This is an optimization exercise on Yosys and OpenROAD, whose aim is small area, not a production implementation. Function was checked by simulation only, so behaviour that the tests miss may differ from the original.

==> flow/design.v, too long to show whole: its modules and the start of the top module <==
// module bldc_fa: 4 lines
// module bldc_esc: 1371 lines
module bldc_esc #(parameter DATA_WIDTH = 16, parameter debounce = 3)(
  input clk,
  input reset,
  input pwm_en,
  input encoder_a,
  input encoder_b,
  input [DATA_WIDTH-1:0] pwm_period,
  input [DATA_WIDTH-1:0] period_reference,
  input [DATA_WIDTH-1:0] Kp_ext,
  input [DATA_WIDTH-1:0] Ki_ext,
  input [DATA_WIDTH-1:0] Kd_ext,
  input override_internal_pid,
  output reg motor_positive,
  output reg motor_negative
);
  // ...
==> flow/run.sh <==
#!/bin/bash
# synth_recipe.tcl (not shown) runs the flow's synth.tcl, then flattens the netlist and writes it again
# the make line also repeats each setting of config.mk as NAME=value (left out here)
make -C /OpenROAD-flow-scripts/flow DESIGN_CONFIG=/design/flow/config.mk WORK_HOME=/design/flow/orfs CLKGATE_MAP_FILE= SYNTH_SCRIPT=/design/flow/synth_recipe.tcl finish
==> flow/config.mk <==
export PLATFORM = sky130hd
export DESIGN_NAME = bldc_esc
export DESIGN_NICKNAME = bldc_esc
export VERILOG_FILES = /design/flow/design.v
export SDC_FILE = /design/flow/constraint.sdc
export NUM_CORES = 4
export LEC_CHECK = 0
export CAP_MARGIN = 20
export CORE_MARGIN = 2
export CORE_UTILIZATION = 70
export PLACE_DENSITY = 0.8
export SLEW_MARGIN = 20
export SYNTH_HIERARCHICAL = 1
==> flow/constraint.sdc <==
create_clock -name core_clock -period 8.0 [get_ports {clk}]
set_input_delay 1.6000 -clock core_clock [delete_from_list [all_inputs] [get_ports {clk}]]
set_output_delay 1.6000 -clock core_clock [all_outputs]
set_load 0.01 [all_outputs]
==> summary.md, run 1 <==
| Metric | Value |
|---|---|
| R2R Path Start | `integral_n[1]` |
| Clock Path Buffers | `2` |
| HPWL after DPL | `39.1 mm` |
| DRT Wirelength | `51.9 mm` |
| Die W | `160 microns` |
| CP Class | `flop to flop` |
| Footprint of the multi-input gates | `0.0114 sq mm` |
| Tap cells | `319` |
| Commonest cells after routing, fill and taps aside | `nor2_1, fa_1, dfrtp_1, inv_1, dfstp_2` |
| Placed Area | `0.0182 sq mm` |
| Status | `finished clean` |
| Worst setup endpoint | `pid_msb_late` |
| Initial antenna violation count | `1` |
| Grt total ovfl | `0` |
| WP data arrival | `8.00 ns` |
| Signal inverters | `100` |
| Share of cells above drive strength 1 | `11.1%` |
| Vias in the first global route | `14,000` |
| Die Y | `160 microns` |
| Initial DRT Pass Iterations | `6` |
| Placed cell count | `1,895` |
| Most common cell after layout, fill and taps aside | `nor2_1` |
| Final setup violation count | `0` |
| Largest net degree at the start of global routing | `113` |
| Mux contribution to synthesized area | `2.05%` |
| Fin area | `0.0188 sq mm` |
| Hold Crit Depth | `0` |
| Port Buffer Count | `87` |
| Htree depth | `4` |
| Worst Setup SP | `integral_n[1]` |
| Vias per cell | `6.51` |
| Post-Syn Nets | `1,997` |
| Row cnt | `56` |
| Cell taking the most area after synthesis | `fa_1` |
==> inputs of run 2 (changes only) <==
==> flow/flow/run.sh (new file) <==
#!/bin/bash
# Layout flow: the standard flow (standard.sh, standard synthesis
# unchanged), with the input and output port buffers made from the smallest
# plain buffer, sky130_fd_sc_hd__buf_1, instead of the flow's default pick.
# Every port still gets its own buffer. The make output goes to
# orfs_make.log; each ORFS step keeps its own log under orfs/logs/.
set -euo pipefail
here=$(pwd)
bash standard.sh "BUFFER_PORTS_ARGS=-buffer_cell sky130_fd_sc_hd__buf_1" finish > "$here/orfs_make.log" 2>&1
==> flow/standard.sh (new file) <==
#!/bin/bash
# synth_recipe.tcl (not shown) runs the flow's synth.tcl, then flattens the netlist and writes it again
# the make line also repeats each setting of config.mk as NAME=value (left out here)
make -C /OpenROAD-flow-scripts/flow DESIGN_CONFIG=/design/flow/config.mk WORK_HOME=/design/flow/orfs CLKGATE_MAP_FILE= SYNTH_SCRIPT=/design/flow/synth_recipe.tcl "${@:-finish}"
removed: flow/run.sh
==> run 2 against run 1 <==
Against the previous run:
- still clean on timing, DRC and antenna
- critical path depth did not move
- die area is the same
- synthesized cell count did not move
- hold slack gained 0.0095 ns
==> summary.md, run 2 <==
| Metric | Value |
|---|---|
| Status | `finished clean` |
| Max Fclk | `133 MHz` |
| Synth top area share | `39.3%` |
| Cts repair resizes | `0` |
| DR iter-0 viols | `1,467` |
| Hold Crit Depth | `0 (unchanged)` |
| Post-Syn Nets | `1,997 (unchanged)` |
| Htree depth | `4 (unchanged)` |
| CTS Root Cell | `clkbuf_16` |
| Worst skew pair latency | `0.46 ns` |
| CP Max Fanout | `13` |
| Clock slew at reported path FFs | `0.08 ns` |
| Residual DRC | `0` |
| Cts bufs inserted | `17` |
| Final ANT Viol Nets | `0` |
| Starting Density | `71.9%` |
| DRT Wirelength | `48.9 mm (-5.9%)` |
| CTS tree | `built` |
| Diodes inserted | `0` |
| Synth-to-Final Area Change | `8.02%` |
| Most common cell after layout, fill and taps aside | `nor2_1` |
| Hold Buf Count CTS | `0` |
| Final Wtd Congestion | `1.03` |
| Initial DRT Pass Iterations | `7 (+1)` |
| FFs w/ async S/R, synth | `100%` |
| Top post-synthesis cells by count | `nor2_1, fa_1, inv_1` |
| RSZ-0062 raised after global routing | `no` |
| Clock Path Buffers | `2 (unchanged)` |
| Final Max Tran Viols | `0` |
| Cell taking the most area after synthesis | `fa_1` |
| Sequential-to-total area share from yosys stat | `28.7%` |
| HPWL after DPL | `38.2 mm (-2.3%)` |
| Full die area | `0.0255 sq mm` |
| Placed Area | `0.0177 sq mm (-2.7%)` |
| Synth Register Bits | `190` |
| Initial antenna violation count | `0 (-1)` |
| Top-count cell post-synth | `nor2_1` |
| Clock skew | `0.0159 ns` |
| Final core utilization | `77.6%` |
| Core ar. | `0.0236 sq mm` |
| Port Buffer Count | `87 (unchanged)` |
| Period utilization | `93.8%` |
| Final WS setup | `0.494 ns` |
| # Post-CTS Setup Buffers | `0` |
| WP data arrival | `7.84 ns (-0.16 ns)` |
| Largest cells by area after synthesis | `fa_1, dfrtp_1, dfstp_2` |
| Final setup violation count | `0 (unchanged)` |
| Slew HR | `26.3%` |
| Final Critical Period | `7.51 ns` |
| Vias in the first global route | `13,000 (-6.8%)` |
| Final nets | `2,066` |
| Worst R2R Path Depth | `18` |
| GRT met3 Usage | `12.6%` |
| Clk sink count | `190` |
| Met1 usage | `50.2%` |
| Final Hold Fails | `0` |
| Wire length per cell | `25.3 microns` |
| DP Worst Slack | `0.464 ns` |
| Crit path capture type | `flop` |
| Die W | `160 microns (unchanged)` |
| Layer with the highest usage | `met2` |
| Commonest cells after routing, fill and taps aside | `nor2_1, fa_1, dfrtp_1, inv_1, dfstp_2` |
| Cells after Synth | `1,532` |
| CP Class | `flop to flop` |
| Max-cap viol count | `0` |
| Grt total ovfl | `0 (unchanged)` |
| Final TNS setup | `0 ns` |
| Critical Path RT | `8.34 ns` |
| Vias | `12,200` |
| Slew @ Worst Pin | `1.11 ns` |
| Library cells used by synthesis | `50` |
| Share of cells above drive strength 1 | `11.5% (+0.33 points)` |
| Yosys warnings | `7` |
| Row cnt | `56 (unchanged)` |
| Post-synth EDFFs | `0` |
| Cell Area, Synth | `0.0170 sq mm` |
| Die Y | `160 microns (unchanged)` |
| CP Launch Type | `flop` |
| All-layer global routing usage | `40.3%` |
| Global-route wire length before repair | `74.9 mm` |
| Ys flop type | `dfrtp_1` |
| Largest net degree at the start of global routing | `119 (+5.3%)` |
| M2 GR Usage | `61.8%` |
| Mean Syn Cell Area | `11.1 sq um` |
| Fin area | `0.0183 sq mm (-2.6%)` |
| IO Pins | `88` |
| Hold crit path type | `flop to flop` |
| Vias per cell | `6.30 (-3.3%)` |
## run 2: cell counts after synthesis
No cell type changed its count.
## run 2: per-module statistics from Yosys (local to each module, per instance)
module    copies in the design  area [sq um]  flip-flops and latches  cells
bldc_esc                     1         10300                     190   1200
bldc_fa                    332          20.0                       0      1
## run 2: final timing paths
kind                       slack (ns)                   start                     end
max in group asynchronous        5.18                   reset       previous_error[2]
setup reg to reg                 0.49                 Ki_n[1]            pid_msb_late
hold reg to reg                  0.39  encoder_b_shift_reg[0]  encoder_b_shift_reg[1]
setup / recovery                 0.49                 Ki_n[1]            pid_msb_late
min in group asynchronous        1.32                   reset         pwm_counter[13]
hold / removal                   0.39  encoder_b_shift_reg[0]  encoder_b_shift_reg[1]
## run 2: worst max-delay path: stages, from the launching register on
cell and delay, ns:
dfstp_2 0.70, nor2_1 0.11, fa_1 0.44, fa_1 0.51, fa_1 0.43, fa_1 0.41
fa_1 0.43, fa_1 0.41, fa_1 0.41, fa_1 0.39, fa_1 0.40, fa_1 0.39
fa_1 0.44, ha_1 0.22, fa_1 0.38, fa_1 0.39, fa_1 0.39, fa_1 0.38
xor2_1 0.17
## run 2: area by class of cell
type | count | area [sq um]
inverters | 100 | 383
fillers | 1550 | 5290
well taps | 319 | 399
clock buffers | 18 | 439
repair buffers | 130 | 651
multi-input cells | 1162 | 11400
clock inverters | 14 | 168
flip-flops and latches | 190 | 4870
## run 2: through the flow
| step | cells | hold slack [ns] |
|---|---|---|
| after floorplan | 1532 | 0.354 |
| after global routing | 1933 | 0.411 |
| after detailed placement | 1901 | 0.369 |
| final | 1933 | 0.387 |
| after global placement | 1901 | 0.359 |
| after CTS | 1933 | 0.390 |
## run 2: logic make-up after synthesis
logic type               count (synthesis)  share of synthesized area, %
AO/OA/AOI/OAI                          110                          4.07
XOR/XNOR                               105                          5.42
adder cells (fa/ha/maj)                386                          43.1
buffers and inverters                  180                          4.00
flip-flops                             190                          28.7
multiplexers                            34                          2.05
AND/OR/NAND/NOR                        527                          12.6
## run 2: layer usage
| metal | share of wire [%] | vias to the layer above |
|---|---|---|
| met5 | 0 | - |
| met4 | 8.3 | 0 |
| met3 | 12 | 251 |
| met2 | 46 | 903 |
| met1 | 34 | 6150 |
| li1 | - | 4872 |
==> inputs of run 3 (changes only) <==
==> flow/flow/run.sh (replaced) <==
#!/bin/bash
# Layout flow: the standard flow (standard.sh, standard synthesis
# unchanged) with two layout changes:
#  - the input and output port buffers use the smallest plain buffer,
#    sky130_fd_sc_hd__buf_1 (every port still gets its own buffer);
#  - clock tree synthesis runs with ORFS's usual arguments plus
#    -dont_use_dummy_load, so it adds no dummy load cells to balance the
#    tree's leaves.
# The make output goes to orfs_make.log; each ORFS step keeps its own log
# under orfs/logs/.
set -euo pipefail
here=$(pwd)
bash standard.sh \
  "BUFFER_PORTS_ARGS=-buffer_cell sky130_fd_sc_hd__buf_1" \
  "CTS_ARGS=-sink_clustering_enable -repair_clock_nets -dont_use_dummy_load" \
  finish > "$here/orfs_make.log" 2>&1
==> run 3 against run 2 <==
Against the previous run:
- count of clock-buffer cells in the layout is 1 lower
- cell area decreased by 0.99%
- critical path type unchanged
- hold slack worse by 0.016 ns
- non-clock buffer count is the same
- register-to-register slack barely moved
- final cell count is 0.78% lower
- first-iteration DRC count decreased by 3.5%
- clock skew is 0.022 ns higher
==> summary.md, run 3 <==
| Metric | Value |
|---|---|
| Status | `finished clean` |
| Post-Syn Nets | `1,997 (unchanged)` |
| All-layer global routing usage | `39.8% (-0.50 points)` |
| Crit path capture type | `flop` |
| Commonest cells after routing, fill and taps aside | `nor2_1, fa_1, dfrtp_1, inv_1, dfstp_2` |
| Ys flop type | `dfrtp_1` |
| Hold crit path type | `flop to flop` |
| Synth top area share | `39.3% (unchanged)` |
| Wire length per cell | `25.3 microns (about the same)` |
| CTS tree | `built` |
| Hold Buf Count CTS | `0 (unchanged)` |
| Final core utilization | `76.8% (-0.77 points)` |
| Final setup violation count | `0 (unchanged)` |
| Slew @ Worst Pin | `1.03 ns (-0.0729 ns)` |
| Top post-synthesis cells by count | `nor2_1, fa_1, inv_1` |
| Global-route wire length before repair | `74.0 mm (-1.3%)` |
| Largest cells by area after synthesis | `fa_1, dfrtp_1, dfstp_2` |
| Final Critical Period | `7.50 ns (-0.00513 ns)` |
| CP Launch Type | `flop` |
| Footprint of the multi-input gates | `0.0114 sq mm (unchanged)` |
| FF-to-FF setup slack | `0.50 ns (about the same)` |
| Final WS setup | `0.499 ns (+0.00513 ns)` |
| Library cells used by synthesis | `50 (unchanged)` |
| Die Y | `160 microns (unchanged)` |
| Hold endpoint | `encoder_b_shift_reg[1]` |
| Worst Hold Launch | `encoder_b_shift_reg[0]` |
| Most common cell after layout, fill and taps aside | `nor2_1` |
| Core ar. | `0.0236 sq mm (unchanged)` |
| Top-count cell post-synth | `nor2_1` |
| IO Pins | `88 (unchanged)` |
| Grt total ovfl | `0 (unchanged)` |
| Post-synth EDFFs | `0 (unchanged)` |
| Final nets | `2,066 (unchanged)` |
| Final Hold Fails | `0 (unchanged)` |
| Cts repair resizes | `0 (unchanged)` |
| Clk sink count | `190 (unchanged)` |
| Htree depth | `4 (unchanged)` |
| Max Fclk | `133 MHz (about the same)` |
| Initial antenna violation count | `0 (unchanged)` |
| Cell Area, Synth | `0.0170 sq mm (unchanged)` |
| Synth Register Bits | `190 (unchanged)` |
| Vias | `12,100 (-0.44%)` |
| Max-cap viol count | `0 (unchanged)` |
| # Post-CTS Setup Buffers | `0 (unchanged)` |
| Diodes inserted | `0 (unchanged)` |
| Residual DRC | `0 (unchanged)` |
| RR Endpoint | `pid_msb_late` |
| CP Max Fanout | `13 (unchanged)` |
| Critical Path RT | `8.33 ns (about the same)` |
| Synth-to-Final Area Change | `6.95%` |
| RSZ-0062 raised after global routing | `no` |
| Hold Crit Depth | `0 (unchanged)` |
| Final TNS setup | `0 ns (unchanged)` |
| Sequential-to-total area share from yosys stat | `28.7% (unchanged)` |
| DR iter-0 viols | `1,415 (-3.5%)` |
| Clock slew at reported path FFs | `0.07 ns (about the same)` |
| WP data arrival | `7.83 ns (about the same)` |
| CTS Root Cell | `clkbuf_16` |
| Period utilization | `93.8% (about the same)` |
| Share of cells above drive strength 1 | `10.6% (-0.83 points)` |
| Starting Density | `71.9% (unchanged)` |
| Initial DRT Pass Iterations | `6 (-1)` |
| Filler cells | `1,587 (+2.4%)` |
| Worst skew pair latency | `0.46 ns (about the same)` |
| Clock Path Buffers | `2 (unchanged)` |
| CP Class | `flop to flop` |
| R2R Path Start | `Ki_n[1]` |
| HPWL after DPL | `38.2 mm (unchanged)` |
| Largest net degree at the start of global routing | `119 (unchanged)` |
| Cts bufs inserted | `17 (unchanged)` |
| Clock skew | `0.0378 ns (+0.0220 ns)` |
| Cell taking the most area after synthesis | `fa_1` |
| Port Buffer Count | `87 (unchanged)` |
| Vias in the first global route | `13,000 (-0.092%)` |
| Vias per cell | `6.32 (+0.34%)` |
| Full die area | `0.0255 sq mm (unchanged)` |
| Row cnt | `56 (unchanged)` |
| Die W | `160 microns (unchanged)` |
| Worst R2R Path Depth | `18 (unchanged)` |
| FFs w/ async S/R, synth | `100% (unchanged)` |
| Slew HR | `31.2% (+4.9 points)` |
| Final Max Tran Viols | `0 (unchanged)` |
| DRT Wirelength | `48.4 mm (-0.86%)` |
| Cells after Synth | `1,532 (unchanged)` |
| Yosys warnings | `7 (unchanged)` |
| Mean Syn Cell Area | `11.1 sq um (unchanged)` |
| Final Wtd Congestion | `1.03 (unchanged)` |
| Final ANT Viol Nets | `0 (unchanged)` |
| FF+latch area | `0.00487 sq mm (unchanged)` |
| DP Worst Slack | `0.464 ns (unchanged)` |
==> run 3: cell types whose count changed in the layout (fill, tap and decap cells not counted), sizes merged <==
cell | previous run | this run
inv | 107 | 100
clkinv | 7 | 0
clkbuf | 18 | 17
==> run 3: kinds of logic after synthesis <==
family | after synthesis | synth area share (%)
buffers and inverters | 180 | 4.00
adders and majority gates | 386 | 43.1
and+or+nand+nor | 527 | 12.6
DFF | 190 | 28.7
AOI/OAI and AO/OA | 110 | 4.07
xor gates and xnor gates | 105 | 5.42
muxes | 34 | 2.05
==> run 3: layout make-up <==
cell class	count	share of cell area, %
clock buffers	17	2.34
multi-input cells	1162	62.9
repair buffers	130	3.59
inverters	100	2.11
flip-flops and latches	190	26.8
well taps	319	2.20
==> run 3: per-module statistics from Yosys (local to each module, per instance) <==
module	times used	cells	area (sq um)
bldc_fa	332	1	20.0
bldc_esc	1	1200	10300
==> run 3: worst max-delay path by stage <==
stage,start,to,slack (ns),cells past startpoint
after floorplan,error_n[0],pid_msb_late,0.31,20
after global placement,Ki_n[1],pid_msb_late,0.47,18
after detailed placement,Ki_n[1],pid_msb_late,0.46,18
after CTS,Ki_n[1],pid_msb_late,0.46,18
after global routing,Ki_n[0],pid_msb_late,0.22,18
final,Ki_n[1],pid_msb_late,0.50,18
==> run 3: critical path: stages (launching register included) <==
cell,delay (ns)
dfstp_2,0.68
nor2_1,0.11
fa_1,0.44
fa_1,0.51
fa_1,0.43
fa_1,0.41
fa_1,0.43
fa_1,0.41
fa_1,0.41
fa_1,0.39
fa_1,0.41
fa_1,0.39
fa_1,0.44
ha_1,0.22
fa_1,0.37
fa_1,0.39
fa_1,0.39
fa_1,0.38
xor2_1,0.17
==> run 3: stage by stage <==
step	hold slack [ns]	area [sq um]	cells
after floorplan	0.354	17000	1532
after global placement	0.359	17700	1901
after detailed placement	0.369	17700	1901
after CTS	0.377	18100	1918
after global routing	0.398	18100	1918
final	0.371	18100	1918
==> run 3: per-layer routing <==
metal  vias up  share of wire, %  global-route usage (%)
li1       4846                 -                       -
met1      6115                35                    49.9
met2       902                46                    61.7
met3       260                11                    11.3
met4         0               8.1                    25.3
met5         -                 0                   0.379

## what the ideal ports hide
The results above use ideal ports. As a check the final layouts listed here were re-extracted and re-timed, cells and wires unchanged. Step 1, drivers: a clkbuf_16 drives clk and a buf_2 each remaining input, both assumed. Step 2 times the ports against the registers' clock, not the clock port: input delays grow and output delays shrink by t, the midpoint of the rising clock arrivals with the driver on. a / b / c = no drivers / after step 1 / after step 2; a / b = the first two.
run | shift t [ns] | setup WS [ns] | worst slew at a driven data input, ns | cell pins on the clock port's net
run 1 | 0.489 | 0.324 / 0.324 / 0.324 | 0.06 | 1
run 2 | 0.499 | 0.494 / 0.494 / 0.494 | 0.06 | 1
run 3 | 0.495 | 0.499 / 0.499 / 0.499 | 0.06 | 1
After both steps every run listed still meets setup and hold.
